What follows belongs to an exercise in optimizing a design on an open flow for small area, a short achievable clock period and few clock cycles per item; a production flow would make more cautious choices.
Only simulation tests tie the RTL to the original design; equivalence was not proved.

`flow/design.v`:
```
module aes_sbox(
    input [7:0]in_byte,
    output reg [7:0]out_byte
);
always@(*) begin
  case(in_byte)
          8'h00: out_byte = 8'h63;  8'h01: out_byte = 8'h7c;
        8'h02: out_byte = 8'h77;  8'h03: out_byte = 8'h7b;
        8'h04: out_byte = 8'hf2;  8'h05: out_byte = 8'h6b;
        8'h06: out_byte = 8'h6f;  8'h07: out_byte = 8'hc5;
        8'h08: out_byte = 8'h30;  8'h09: out_byte = 8'h01;
        8'h0a: out_byte = 8'h67;  8'h0b: out_byte = 8'h2b;
        8'h0c: out_byte = 8'hfe;  8'h0d: out_byte = 8'hd7;
        8'h0e: out_byte = 8'hab;  8'h0f: out_byte = 8'h76;
        8'h10: out_byte = 8'hca;  8'h11: out_byte = 8'h82;
        8'h12: out_byte = 8'hc9;  8'h13: out_byte = 8'h7d;
        8'h14: out_byte = 8'hfa;  8'h15: out_byte = 8'h59;
        8'h16: out_byte = 8'h47;  8'h17: out_byte = 8'hf0;
        8'h18: out_byte = 8'had;  8'h19: out_byte = 8'hd4;
        8'h1a: out_byte = 8'ha2;  8'h1b: out_byte = 8'haf;
        8'h1c: out_byte = 8'h9c;  8'h1d: out_byte = 8'ha4;
        8'h1e: out_byte = 8'h72;  8'h1f: out_byte = 8'hc0;
        8'h20: out_byte = 8'hb7;  8'h21: out_byte = 8'hfd;
        8'h22: out_byte = 8'h93;  8'h23: out_byte = 8'h26;
        8'h24: out_byte = 8'h36;  8'h25: out_byte = 8'h3f;
        8'h26: out_byte = 8'hf7;  8'h27: out_byte = 8'hcc;
        8'h28: out_byte = 8'h34;  8'h29: out_byte = 8'ha5;
        8'h2a: out_byte = 8'he5;  8'h2b: out_byte = 8'hf1;
        8'h2c: out_byte = 8'h71;  8'h2d: out_byte = 8'hd8;
        8'h2e: out_byte = 8'h31;  8'h2f: out_byte = 8'h15;
        8'h30: out_byte = 8'h04;  8'h31: out_byte = 8'hc7;
        8'h32: out_byte = 8'h23;  8'h33: out_byte = 8'hc3;
        8'h34: out_byte = 8'h18;  8'h35: out_byte = 8'h96;
        8'h36: out_byte = 8'h05;  8'h37: out_byte = 8'h9a;
        8'h38: out_byte = 8'h07;  8'h39: out_byte = 8'h12;
        8'h3a: out_byte = 8'h80;  8'h3b: out_byte = 8'he2;
        8'h3c: out_byte = 8'heb;  8'h3d: out_byte = 8'h27;
        8'h3e: out_byte = 8'hb2;  8'h3f: out_byte = 8'h75;
        8'h40: out_byte = 8'h09;  8'h41: out_byte = 8'h83;
        8'h42: out_byte = 8'h2c;  8'h43: out_byte = 8'h1a;
        8'h44: out_byte = 8'h1b;  8'h45: out_byte = 8'h6e;
        8'h46: out_byte = 8'h5a;  8'h47: out_byte = 8'ha0;
        8'h48: out_byte = 8'h52;  8'h49: out_byte = 8'h3b;
        8'h4a: out_byte = 8'hd6;  8'h4b: out_byte = 8'hb3;
        8'h4c: out_byte = 8'h29;  8'h4d: out_byte = 8'he3;
        8'h4e: out_byte = 8'h2f;  8'h4f: out_byte = 8'h84;
        8'h50: out_byte = 8'h53;  8'h51: out_byte = 8'hd1;
        8'h52: out_byte = 8'h00;  8'h53: out_byte = 8'hed;
        8'h54: out_byte = 8'h20;  8'h55: out_byte = 8'hfc;
        8'h56: out_byte = 8'hb1;  8'h57: out_byte = 8'h5b;
        8'h58: out_byte = 8'h6a;  8'h59: out_byte = 8'hcb;
        8'h5a: out_byte = 8'hbe;  8'h5b: out_byte = 8'h39;
        8'h5c: out_byte = 8'h4a;  8'h5d: out_byte = 8'h4c;
        8'h5e: out_byte = 8'h58;  8'h5f: out_byte = 8'hcf;
        8'h60: out_byte = 8'hd0;  8'h61: out_byte = 8'hef;
        8'h62: out_byte = 8'haa;  8'h63: out_byte = 8'hfb;
        8'h64: out_byte = 8'h43;  8'h65: out_byte = 8'h4d;
        8'h66: out_byte = 8'h33;  8'h67: out_byte = 8'h85;
        8'h68: out_byte = 8'h45;  8'h69: out_byte = 8'hf9;
        8'h6a: out_byte = 8'h02;  8'h6b: out_byte = 8'h7f;
        8'h6c: out_byte = 8'h50;  8'h6d: out_byte = 8'h3c;
        8'h6e: out_byte = 8'h9f;  8'h6f: out_byte = 8'ha8;
        8'h70: out_byte = 8'h51;  8'h71: out_byte = 8'ha3;
        8'h72: out_byte = 8'h40;  8'h73: out_byte = 8'h8f;
        8'h74: out_byte = 8'h92;  8'h75: out_byte = 8'h9d;
        8'h76: out_byte = 8'h38;  8'h77: out_byte = 8'hf5;
        8'h78: out_byte = 8'hbc;  8'h79: out_byte = 8'hb6;
        8'h7a: out_byte = 8'hda;  8'h7b: out_byte = 8'h21;
        8'h7c: out_byte = 8'h10;  8'h7d: out_byte = 8'hff;
        8'h7e: out_byte = 8'hf3;  8'h7f: out_byte = 8'hd2;
        8'h80: out_byte = 8'hcd;  8'h81: out_byte = 8'h0c;
        8'h82: out_byte = 8'h13;  8'h83: out_byte = 8'hec;
        8'h84: out_byte = 8'h5f;  8'h85: out_byte = 8'h97;
        8'h86: out_byte = 8'h44;  8'h87: out_byte = 8'h17;
        8'h88: out_byte = 8'hc4;  8'h89: out_byte = 8'ha7;
        8'h8a: out_byte = 8'h7e;  8'h8b: out_byte = 8'h3d;
        8'h8c: out_byte = 8'h64;  8'h8d: out_byte = 8'h5d;
        8'h8e: out_byte = 8'h19;  8'h8f: out_byte = 8'h73;
        8'h90: out_byte = 8'h60;  8'h91: out_byte = 8'h81;
        8'h92: out_byte = 8'h4f;  8'h93: out_byte = 8'hdc;
        8'h94: out_byte = 8'h22;  8'h95: out_byte = 8'h2a;
        8'h96: out_byte = 8'h90;  8'h97: out_byte = 8'h88;
        8'h98: out_byte = 8'h46;  8'h99: out_byte = 8'hee;
        8'h9a: out_byte = 8'hb8;  8'h9b: out_byte = 8'h14;
        8'h9c: out_byte = 8'hde;  8'h9d: out_byte = 8'h5e;
        8'h9e: out_byte = 8'h0b;  8'h9f: out_byte = 8'hdb;
        8'ha0: out_byte = 8'he0;  8'ha1: out_byte = 8'h32;
        8'ha2: out_byte = 8'h3a;  8'ha3: out_byte = 8'h0a;
        8'ha4: out_byte = 8'h49;  8'ha5: out_byte = 8'h06;
        8'ha6: out_byte = 8'h24;  8'ha7: out_byte = 8'h5c;
        8'ha8: out_byte = 8'hc2;  8'ha9: out_byte = 8'hd3;
        8'haa: out_byte = 8'hac;  8'hab: out_byte = 8'h62;
        8'hac: out_byte = 8'h91;  8'had: out_byte = 8'h95;
        8'hae: out_byte = 8'he4;  8'haf: out_byte = 8'h79;
        8'hb0: out_byte = 8'he7;  8'hb1: out_byte = 8'hc8;
        8'hb2: out_byte = 8'h37;  8'hb3: out_byte = 8'h6d;
        8'hb4: out_byte = 8'h8d;  8'hb5: out_byte = 8'hd5;
        8'hb6: out_byte = 8'h4e;  8'hb7: out_byte = 8'ha9;
        8'hb8: out_byte = 8'h6c;  8'hb9: out_byte = 8'h56;
        8'hba: out_byte = 8'hf4;  8'hbb: out_byte = 8'hea;
        8'hbc: out_byte = 8'h65;  8'hbd: out_byte = 8'h7a;
        8'hbe: out_byte = 8'hae;  8'hbf: out_byte = 8'h08;
        8'hc0: out_byte = 8'hba;  8'hc1: out_byte = 8'h78;
        8'hc2: out_byte = 8'h25;  8'hc3: out_byte = 8'h2e;
        8'hc4: out_byte = 8'h1c;  8'hc5: out_byte = 8'ha6;
        8'hc6: out_byte = 8'hb4;  8'hc7: out_byte = 8'hc6;
        8'hc8: out_byte = 8'he8;  8'hc9: out_byte = 8'hdd;
        8'hca: out_byte = 8'h74;  8'hcb: out_byte = 8'h1f;
        8'hcc: out_byte = 8'h4b;  8'hcd: out_byte = 8'hbd;
        8'hce: out_byte = 8'h8b;  8'hcf: out_byte = 8'h8a;
        8'hd0: out_byte = 8'h70;  8'hd1: out_byte = 8'h3e;
        8'hd2: out_byte = 8'hb5;  8'hd3: out_byte = 8'h66;
        8'hd4: out_byte = 8'h48;  8'hd5: out_byte = 8'h03;
        8'hd6: out_byte = 8'hf6;  8'hd7: out_byte = 8'h0e;
        8'hd8: out_byte = 8'h61;  8'hd9: out_byte = 8'h35;
        8'hda: out_byte = 8'h57;  8'hdb: out_byte = 8'hb9;
        8'hdc: out_byte = 8'h86;  8'hdd: out_byte = 8'hc1;
        8'hde: out_byte = 8'h1d;  8'hdf: out_byte = 8'h9e;
        8'he0: out_byte = 8'he1;  8'he1: out_byte = 8'hf8;
        8'he2: out_byte = 8'h98;  8'he3: out_byte = 8'h11;
        8'he4: out_byte = 8'h69;  8'he5: out_byte = 8'hd9;
        8'he6: out_byte = 8'h8e;  8'he7: out_byte = 8'h94;
        8'he8: out_byte = 8'h9b;  8'he9: out_byte = 8'h1e;
        8'hea: out_byte = 8'h87;  8'heb: out_byte = 8'he9;
        8'hec: out_byte = 8'hce;  8'hed: out_byte = 8'h55;
        8'hee: out_byte = 8'h28;  8'hef: out_byte = 8'hdf;
        8'hf0: out_byte = 8'h8c;  8'hf1: out_byte = 8'ha1;
        8'hf2: out_byte = 8'h89;  8'hf3: out_byte = 8'h0d;
        8'hf4: out_byte = 8'hbf;  8'hf5: out_byte = 8'he6;
        8'hf6: out_byte = 8'h42;  8'hf7: out_byte = 8'h68;
        8'hf8: out_byte = 8'h41;  8'hf9: out_byte = 8'h99;
        8'hfa: out_byte = 8'h2d;  8'hfb: out_byte = 8'h0f;
        8'hfc: out_byte = 8'hb0;  8'hfd: out_byte = 8'h54;
        8'hfe: out_byte = 8'hbb;  8'hff: out_byte = 8'h16;
        default: out_byte = 8'h00;
    endcase
end
endmodule
module subbytes(
    input [127:0]in_state,
    output [127:0]out_state
);
aes_sbox sbox0 (.in_byte(in_state[127:120]), .out_byte(out_state[127:120]));
aes_sbox sbox1 (.in_byte(in_state[119:112]), .out_byte(out_state[119:112]));
aes_sbox sbox2 (.in_byte(in_state[111:104]), .out_byte(out_state[111:104]));
aes_sbox sbox3 (.in_byte(in_state[103:96]), .out_byte(out_state[103:96]));
aes_sbox sbox4 (.in_byte(in_state[95:88]), .out_byte(out_state[95:88]));
aes_sbox sbox5 (.in_byte(in_state[87:80]), .out_byte(out_state[87:80]));
aes_sbox sbox6 (.in_byte(in_state[79:72]), .out_byte(out_state[79:72]));
aes_sbox sbox7 (.in_byte(in_state[71:64]), .out_byte(out_state[71:64]));
aes_sbox sbox8 (.in_byte(in_state[63:56]), .out_byte(out_state[63:56]));
aes_sbox sbox9 (.in_byte(in_state[55:48]), .out_byte(out_state[55:48]));
aes_sbox sbox10 (.in_byte(in_state[47:40]), .out_byte(out_state[47:40]));
aes_sbox sbox11 (.in_byte(in_state[39:32]), .out_byte(out_state[39:32]));
aes_sbox sbox12 (.in_byte(in_state[31:24]), .out_byte(out_state[31:24]));
aes_sbox sbox13 (.in_byte(in_state[23:16]), .out_byte(out_state[23:16]));
aes_sbox sbox14 (.in_byte(in_state[15:8]), .out_byte(out_state[15:8]));
aes_sbox sbox15 (.in_byte(in_state[7:0]), .out_byte(out_state[7:0]));
endmodule
module shiftrows(
    input [127:0]in_state,
    output [127:0]out_state
);
assign out_state[127:120] = in_state[127:120];
assign out_state[95:88]   = in_state[95:88];
assign out_state[63:56]   = in_state[63:56];
assign out_state[31:24]   = in_state[31:24];
assign out_state[119:112] = in_state[87:80];
assign out_state[87:80]   = in_state[55:48];   
assign out_state[55:48]   = in_state[23:16];  
assign out_state[23:16]   = in_state[119:112];
assign out_state[111:104] = in_state[47:40];
assign out_state[79:72]   = in_state[15:8];
assign out_state[47:40]   = in_state[111:104];
assign out_state[15:8]    = in_state[79:72];
assign out_state[103:96] = in_state[7:0];
assign out_state[71:64]   = in_state[103:96];
assign out_state[39:32]   = in_state[71:64];
assign out_state[7:0]     = in_state[39:32];
endmodule
module mixcolumns(
    input [127:0]in_state,
    output [127:0]out_state
);
function [7:0]xtime;
input [7:0]b;
begin
    xtime = (b[7] == 1'b0)? (b<<1) : ((b<<1)^8'h1b);
end
endfunction
genvar i;
generate
    for(i=0; i<4; i=i+1) begin : MC 
    wire [7:0]s0 = in_state[127 - i*32 -: 8];
    wire [7:0]s1 = in_state[119 - i*32 -: 8];
    wire [7:0]s2 = in_state[111 - i*32 -: 8];
    wire [7:0]s3 = in_state[103 - i*32 -: 8];
    wire [7:0]m0 = xtime(s0) ^ (xtime(s1)^s1) ^ s2 ^ s3;
    wire [7:0]m1 = s0 ^ xtime(s1) ^ (xtime(s2) ^ s2) ^ s3;
    wire [7:0]m2 = s0 ^ s1 ^ xtime(s2) ^ (xtime(s3) ^ s3);
    wire [7:0]m3 = (xtime(s0) ^ s0) ^ s1 ^ s2 ^ xtime(s3);
    assign out_state[127 - i*32 -: 8] = m0;
    assign out_state[119 - i*32 -: 8] = m1;
    assign out_state[111 - i*32 -: 8] = m2;
    assign out_state[103 - i*32 -: 8] = m3;
    end
endgenerate
endmodule
module addroundkey(
    input [127:0]in_state,
    input [127:0]round_key,
    output [127:0]out_state
);
assign out_state = in_state ^ round_key;
endmodule
module aes_datapath(
    input [127:0]state_in,
    input [127:0]round_key,
    input final_round,
    output [127:0]state_out
);
wire [127:0]subbytes_out;
wire [127:0]shiftrows_out;
wire [127:0]mixcolumns_out;
wire [127:0]addroundkey_in;
subbytes u_subbytes(
    .in_state(state_in),
    .out_state(subbytes_out)
);
shiftrows u_shiftrows(
    .in_state(subbytes_out),
    .out_state(shiftrows_out)
);
mixcolumns u_mixcolumns(
    .in_state(shiftrows_out),
    .out_state(mixcolumns_out)
);
assign addroundkey_in = final_round ? shiftrows_out : mixcolumns_out;
addroundkey u_addroundkey(
    .in_state(addroundkey_in),
    .round_key(round_key),
    .out_state(state_out)
);
endmodule
module key_expansion (
    input         clk,
    input         rst_n,
    input         en,
    input  [3:0]  round,
    input  [127:0] cipher_key,
    output [127:0] round_key
);
    reg [127:0] key_reg;
    wire [127:0] prev_key;
    assign prev_key = (round == 0) ? cipher_key : key_reg;
    wire [31:0] w0, w1, w2, w3;
    assign w0 = prev_key[127:96];
    assign w1 = prev_key[95:64];
    assign w2 = prev_key[63:32];
    assign w3 = prev_key[31:0];
    wire [31:0] rotword;
    assign rotword = {w3[23:0], w3[31:24]};
    wire [31:0] subword;
    wire [7:0] sb0, sb1, sb2, sb3;
    aes_sbox u_s0(.in_byte(rotword[31:24]), .out_byte(sb0));
    aes_sbox u_s1(.in_byte(rotword[23:16]), .out_byte(sb1));
    aes_sbox u_s2(.in_byte(rotword[15:8 ]), .out_byte(sb2));
    aes_sbox u_s3(.in_byte(rotword[7 :0 ]), .out_byte(sb3));
    assign subword = {sb0, sb1, sb2, sb3};
    function [7:0] get_rcon;
        input [3:0] r;
        case(r)
            0: get_rcon = 8'h01; 1: get_rcon = 8'h02; 2: get_rcon = 8'h04;
            3: get_rcon = 8'h08; 4: get_rcon = 8'h10; 5: get_rcon = 8'h20;
            6: get_rcon = 8'h40; 7: get_rcon = 8'h80; 8: get_rcon = 8'h1b;
            9: get_rcon = 8'h36; default: get_rcon = 8'h00;
        endcase
    endfunction
    wire [31:0] rcon_word;
    assign rcon_word = {get_rcon(round), 24'h0};
    wire [31:0] g_out;
    assign g_out = subword ^ rcon_word;
    wire [31:0] w4, w5, w6, w7;
    assign w4 = w0 ^ g_out;
    assign w5 = w1 ^ w4;
    assign w6 = w2 ^ w5;
    assign w7 = w3 ^ w6;
    wire [127:0] next_key;
    assign next_key = {w4, w5, w6, w7};
    assign round_key = key_reg; 
    always @(posedge clk or negedge rst_n) begin
        if (!rst_n) 
            key_reg <= 128'b0;
        else if (en) 
            key_reg <= next_key;
    end
endmodule
module state_reg (
    input         clk,         
    input         rst_n,       
    input         en,          
    input  [127:0] d,          
    output reg [127:0] q       
);
    always @(posedge clk or negedge rst_n) begin
        if (!rst_n)
            q <= 128'b0;       
        else if (en)
            q <= d;            
    end
endmodule
module aes_controller (
    input        clk,
    input        rst_n,
    input        start,
    output reg [3:0] round,
    output reg   state_en,
    output reg   final_round,
    output reg   done
);
    localparam IDLE   = 2'b00;
    localparam INIT   = 2'b01;
    localparam ROUND  = 2'b10;
    localparam FINISH = 2'b11;
    reg [1:0] state, next_state;
    always @(posedge clk or negedge rst_n) begin
        if (!rst_n) state <= IDLE;
        else        state <= next_state;
    end
    always @(posedge clk or negedge rst_n) begin
        if (!rst_n)
            round <= 4'd0;
        else begin
            if (state == INIT)
                round <= 4'd1;           
            else if (state == ROUND && round < 4'd10)
                round <= round + 1'b1;   
            else if (state == IDLE)
                round <= 4'd0;
        end
    end
    always @(*) begin
        next_state  = state;
        state_en    = 1'b0;
        final_round = 1'b0;
        done        = 1'b0;
        case (state)
            IDLE: begin
                if (start) next_state = INIT;
            end
            INIT: begin
                state_en   = 1'b1;
                next_state = ROUND;
            end
            ROUND: begin
                state_en = 1'b1;
                if (round == 4'd10) begin
                    final_round = 1'b1;    
                    next_state  = FINISH;  
                end
            end
            FINISH: begin
                done = 1'b1;
                next_state = IDLE;
            end
        endcase
    end
endmodule
module aes_top (
    input         clk,
    input         rst_n,
    input         start,
    input  [127:0] plaintext,
    input  [127:0] cipher_key,
    output [127:0] ciphertext,
    output        done
);
    wire [127:0] state_q;         
    wire [127:0] next_state;      
    wire [127:0] round_key;       
    wire [127:0] initial_state;   
    wire [3:0]   round;           
    wire         state_en;        
    wire         final_round;     
    assign initial_state = plaintext ^ cipher_key;
    state_reg u_state_reg (
        .clk   (clk),
        .rst_n (rst_n),
        .en    (state_en),
        .d     ( (round == 4'd0) ? initial_state : next_state ),
        .q     (state_q)
    );
    aes_datapath u_datapath (
        .state_in   (state_q),
        .round_key  (round_key),
        .final_round(final_round),
        .state_out  (next_state)
    );
    key_expansion u_key_expansion (
        .clk        (clk),
        .rst_n      (rst_n),
        .en         (state_en),      
        .round      (round),
        .cipher_key (cipher_key),
        .round_key  (round_key)
    );
    aes_controller u_controller (
        .clk        (clk),
        .rst_n      (rst_n),
        .start      (start),
        .round      (round),
        .state_en   (state_en),
        .final_round(final_round),
        .done       (done)
    );
    assign ciphertext = state_q;
endmodule
```
`flow/run.sh`:
```
#!/bin/bash
# synth_recipe.tcl (not shown) runs the flow's synth.tcl, then flattens the netlist and writes it again
# the make line also repeats each setting of config.mk as NAME=value (left out here)
make -C /OpenROAD-flow-scripts/flow DESIGN_CONFIG=/design/flow/config.mk WORK_HOME=/design/flow/orfs CLKGATE_MAP_FILE= SYNTH_SCRIPT=/design/flow/synth_recipe.tcl finish
```
`flow/config.mk`:
```
export PLATFORM = sky130hd
export DESIGN_NAME = aes_top
export DESIGN_NICKNAME = aes_top
export VERILOG_FILES = /design/flow/design.v
export SDC_FILE = /design/flow/constraint.sdc
export NUM_CORES = 8
export LEC_CHECK = 0
export ABC_AREA = 1
export CAP_MARGIN = 20
export CORE_MARGIN = 2
export CORE_UTILIZATION = 40
export SLEW_MARGIN = 20
```
`flow/constraint.sdc`:
```
create_clock -name core_clock -period 7.0 [get_ports {clk}]
set_input_delay 1.4000 -clock core_clock [delete_from_list [all_inputs] [get_ports {clk}]]
set_output_delay 1.4000 -clock core_clock [all_outputs]
set_load 0.01 [all_outputs]
```
==> out/results.tsv <==
stage	metric	value	unit
sta	drv_slew	0	
layout	fill_cells	26300	
yosys	synthAdderAreaFrac	4.00	%
critical_path	path_max_fanout	11	
clock_tree	clk_pin_slew	0.06	ns
critical_path	crit_path_start_kind	register	
sta	finClkSkew	0.0394	ns
detailed_routing	drtIter0Drc	26500	
yosys	synth_area	90800	sq um
clock_tree	clockRootBuffer	clkbuf_16	
critical_path	rr_endpoint	u_state_reg.q[46]$_DFFE_PN0N_	
grt	grt_max_degree	131	
clock_tree	cts_tree	yes	
layout	finalInstanceArea	97500	sq um
grt	antenna_found_initial	40	
critical_path	worst-r2r-cell-count	21	
detailed_routing	wl_met3	84100	microns
floorplanning	num_io_pins	388	
critical_path	worstPathArrival	6.15	ns
critical_path	cp-end-kind	register	
layout	layout_commonest_cell	nand2_1	
placed_design	place_hpwl	455000	microns
floorplanning	rows	174	
clock_tree	ctsHoldBuffers	0	
sta	slew_headroom	15.3	%
critical_path	reg2reg_setup_slack	1.42	ns
grt	grt_pass1_wl	865000	microns
sta	worst_pin_slew	1.27	ns
clock_tree	cts_resized	0	
placed_design	dp.cells	21400	
layout	drive_gt1_share	3.39	%
placed_design	gp_congestion	1.10	
yosys	synthTopCellsByArea	nand2_1 (32%), nand3_1 (30%), dfrtp_1 (7.2%)	
detailed_routing	route.met2.wl	239000	microns
placed_design	io_buffer_count	387	
clock_tree	clock_latency	0.72	ns
yosys	async_flop_share	100	%
clock_tree	cts_setup_buffers	0	
yosys	ys_seq_area_share	7.22	%
detailed_routing	drtAntennaViolNets	0	
layout	nets	19000	
yosys	postSynthCellCount	18900	
yosys	synth_cell_types	50	
detailed_routing	routed_wl	603000	microns
yosys	yosys.area.top_type	nand2_1	
sta	setup_viol	0	
yosys	synth_top_family_by_area	simple AND/OR/NAND/NOR gates	
sta	fmax	0.179	GHz
grt	grt_pass1_vias	123000	
detailed_routing	avgRoutedWirePerCell	28.0	microns
floorplanning	dieArea	231000	sq um
placed_design	placed_area	95900	sq um
detailed_routing	highest_layer	met5	
sta	post-route-min-period	5.58	ns
detailed_routing	wl_met1	220000	microns
yosys	yosys.area_share.simple	67.8	%
critical_path	required	7.57	ns
clock_tree	htree_levels	2	
critical_path	r2r_start	u_state_reg.q[104]$_DFFE_PN0N_	
yosys	synthMuxAreaShare	0	%
grt	gr-usage-all-layers	49.7	%
yosys	avgSynthCellArea	4.81	sq um
clock_tree	cts_buffers	45	
layout	stdcell_count	21500	
critical_path	crit_type	register to register	
sta	hold_viol	0	
layout	final_cell_mix	nand2_1 (7,761), nand3_1 (5,379), inv_1 (1,086)	
job	maxCapViolations	0	
yosys	synth-xor-area-share	1.61	%
yosys	dominantRegCellSynth	dfrtp_1	
yosys	synth_seq_cells	262	
detailed_routing	vias	138000	
clock_tree	clock_sinks	262	
yosys	synth-edff-count	0	
floorplanning	die_x	480	microns
detailed_routing	drc_errors	0	
clock_tree	clockBufferDepth	3	
sta	rsz0062_at_grt	no	
yosys	synth-compound-area-share	8.80	%
detailed_routing	viasPerCell	6.43	
min_path	hold_class	register to register	
yosys	synth_nets	19400	
run_status	status	timing/DRC/antenna clean	
grt	grt_overflow_total	0	
detailed_routing	firstDrtPassIters	12	
min_path	holdPathEnd	u_key_expansion.key_reg[70]$_DFFE_PN0N_	
yosys	synth_top_area_share	32.1	%
critical_path	cp-startpoint	u_state_reg.q[104]$_DFFE_PN0N_	
floorplanning	die_h	480	microns
sta	min_period_over_period	79.7	%
floorplanning	coreArea	225000	sq um
yosys	yosys_warnings	5	
min_path	min_from	u_key_expansion.key_reg[70]$_DFFE_PN0N_	
min_path	holdPathStages	2	
sta	hold_ws	0.489	ns
floorplanning	initial_core_util	40.3	%
layout	syn_to_final_growth	7.37	%
sta	tns	0	ns
per-stage QoR:
step	setup slack (ns)	utilization, %
3_3_place_gp	1.51	42.6
4_1_cts	1.82	43.3
5_1_grt	1.22	43.3
2_1_floorplan	3.52	-
3_5_place_dp	1.55	42.6
6_report	1.42	43.3
synthesized netlist by cell type (30+ instances only):
cell type	n
a21oi_1	676
a31oi_1	59
buf_1	266
buf_2	338
buf_4	53
clkbuf_1	469
clkinv_1	36
dfrtp_1	262
ha_1	290
inv_1	1102
inv_2	30
nand2_1	7763
nand2_2	76
nand3_1	5379
nand3b_1	39
nand4_1	59
nor2_1	978
o211ai_1	186
o21ai_0	469
o21ai_1	48
xor2_1	151
final cells by class:
class,instances,area [sq um],area share (%)
clock inverter,27,324,0.332
multi-input combinational,16300,74700,76.6
tap,2992,3740,3.84
antenna,23,57.6,0.0591
sequential,262,6600,6.77
clock buffer,56,1210,1.24
inverter,1168,4400,4.51
timing repair buffer,708,6450,6.62
cells by family after synthesis:
group | Yosys count
compound gates | 1469
xor+xnor | 167
fa+ha+maj | 290
buf+inv | 2324
flops | 262
simple gates | 14400
how the worst max path moves through the flow:
stage | to | slack (ns) | cells past startpoint
6_report | u_state_reg.q[46]$_DFFE_PN0N_ | 1.42 | 21
5_1_grt | u_state_reg.q[46]$_DFFE_PN0N_ | 1.22 | 21
2_1_floorplan | u_key_expansion.key_reg[11]$_DFFE_PN0N_ | 3.52 | 21
3_3_place_gp | u_key_expansion.key_reg[11]$_DFFE_PN0N_ | 1.51 | 18
3_5_place_dp | u_key_expansion.key_reg[15]$_DFFE_PN0N_ | 1.55 | 18
4_1_cts | u_state_reg.q[108]$_DFFE_PN0N_ | 1.82 | 22
routing by layer:
metal | global-route usage (%) | vias up
met4 | 38.5 | 40
met1 | 61.9 | 62800
met2 | 71.2 | 11400
li1 | - | 61400
met3 | 14.6 | 2816
met5 | 0 | -
worst max-delay path, cell delays in order, from the launching register on:
cell     delay [ns]
dfrtp_1        0.79
inv_1          0.37
ha_1           0.44
inv_1          0.08
nand2_1        0.32
nand2_1        0.33
inv_1          0.25
a21oi_1        0.09
o21ai_0        0.15
nand3_1        0.24
inv_1          0.13
nor2_1         0.05
nor2_1         0.64
nand2_1        0.16
nand2_1        0.14
nand3_1        0.11
nand2_1        0.08
nand2_1        0.05
nand3_1        0.10
nand3_1        0.65
nand2_1        0.23
inv_1          0.05
Testbench counts, summed over its fixed seeds: cycles 6,656, blocks 512.

what the ideal ports hide:
Ports are ideal in the flow. The routed layout listed here was re-timed in OpenROAD. Step 1: set_driving_cell puts a clkbuf_16 on clk and a buf_2 on each other input, an assumption about the parent block. Step 2 times the ports against the registers' clock, not the clock port: input delays grow and output delays shrink by t, the midpoint of the rising clock arrivals with the driver on. Three values: ideal, step 1, step 2; two values: the first two.
t, ns: 0.800
setup WS [ns]: 1.420 / 1.420 / 1.306
worst hold slack (ns): 0.489 / 0.489 / 0.489
worst data-port slew with drivers (ns): 0.23
pins driven straight from the clock port: 1
After both steps setup and hold are still met in this run. The setup slack of this run moves by 0.000 ns with the drivers and by -0.114 ns with both steps.
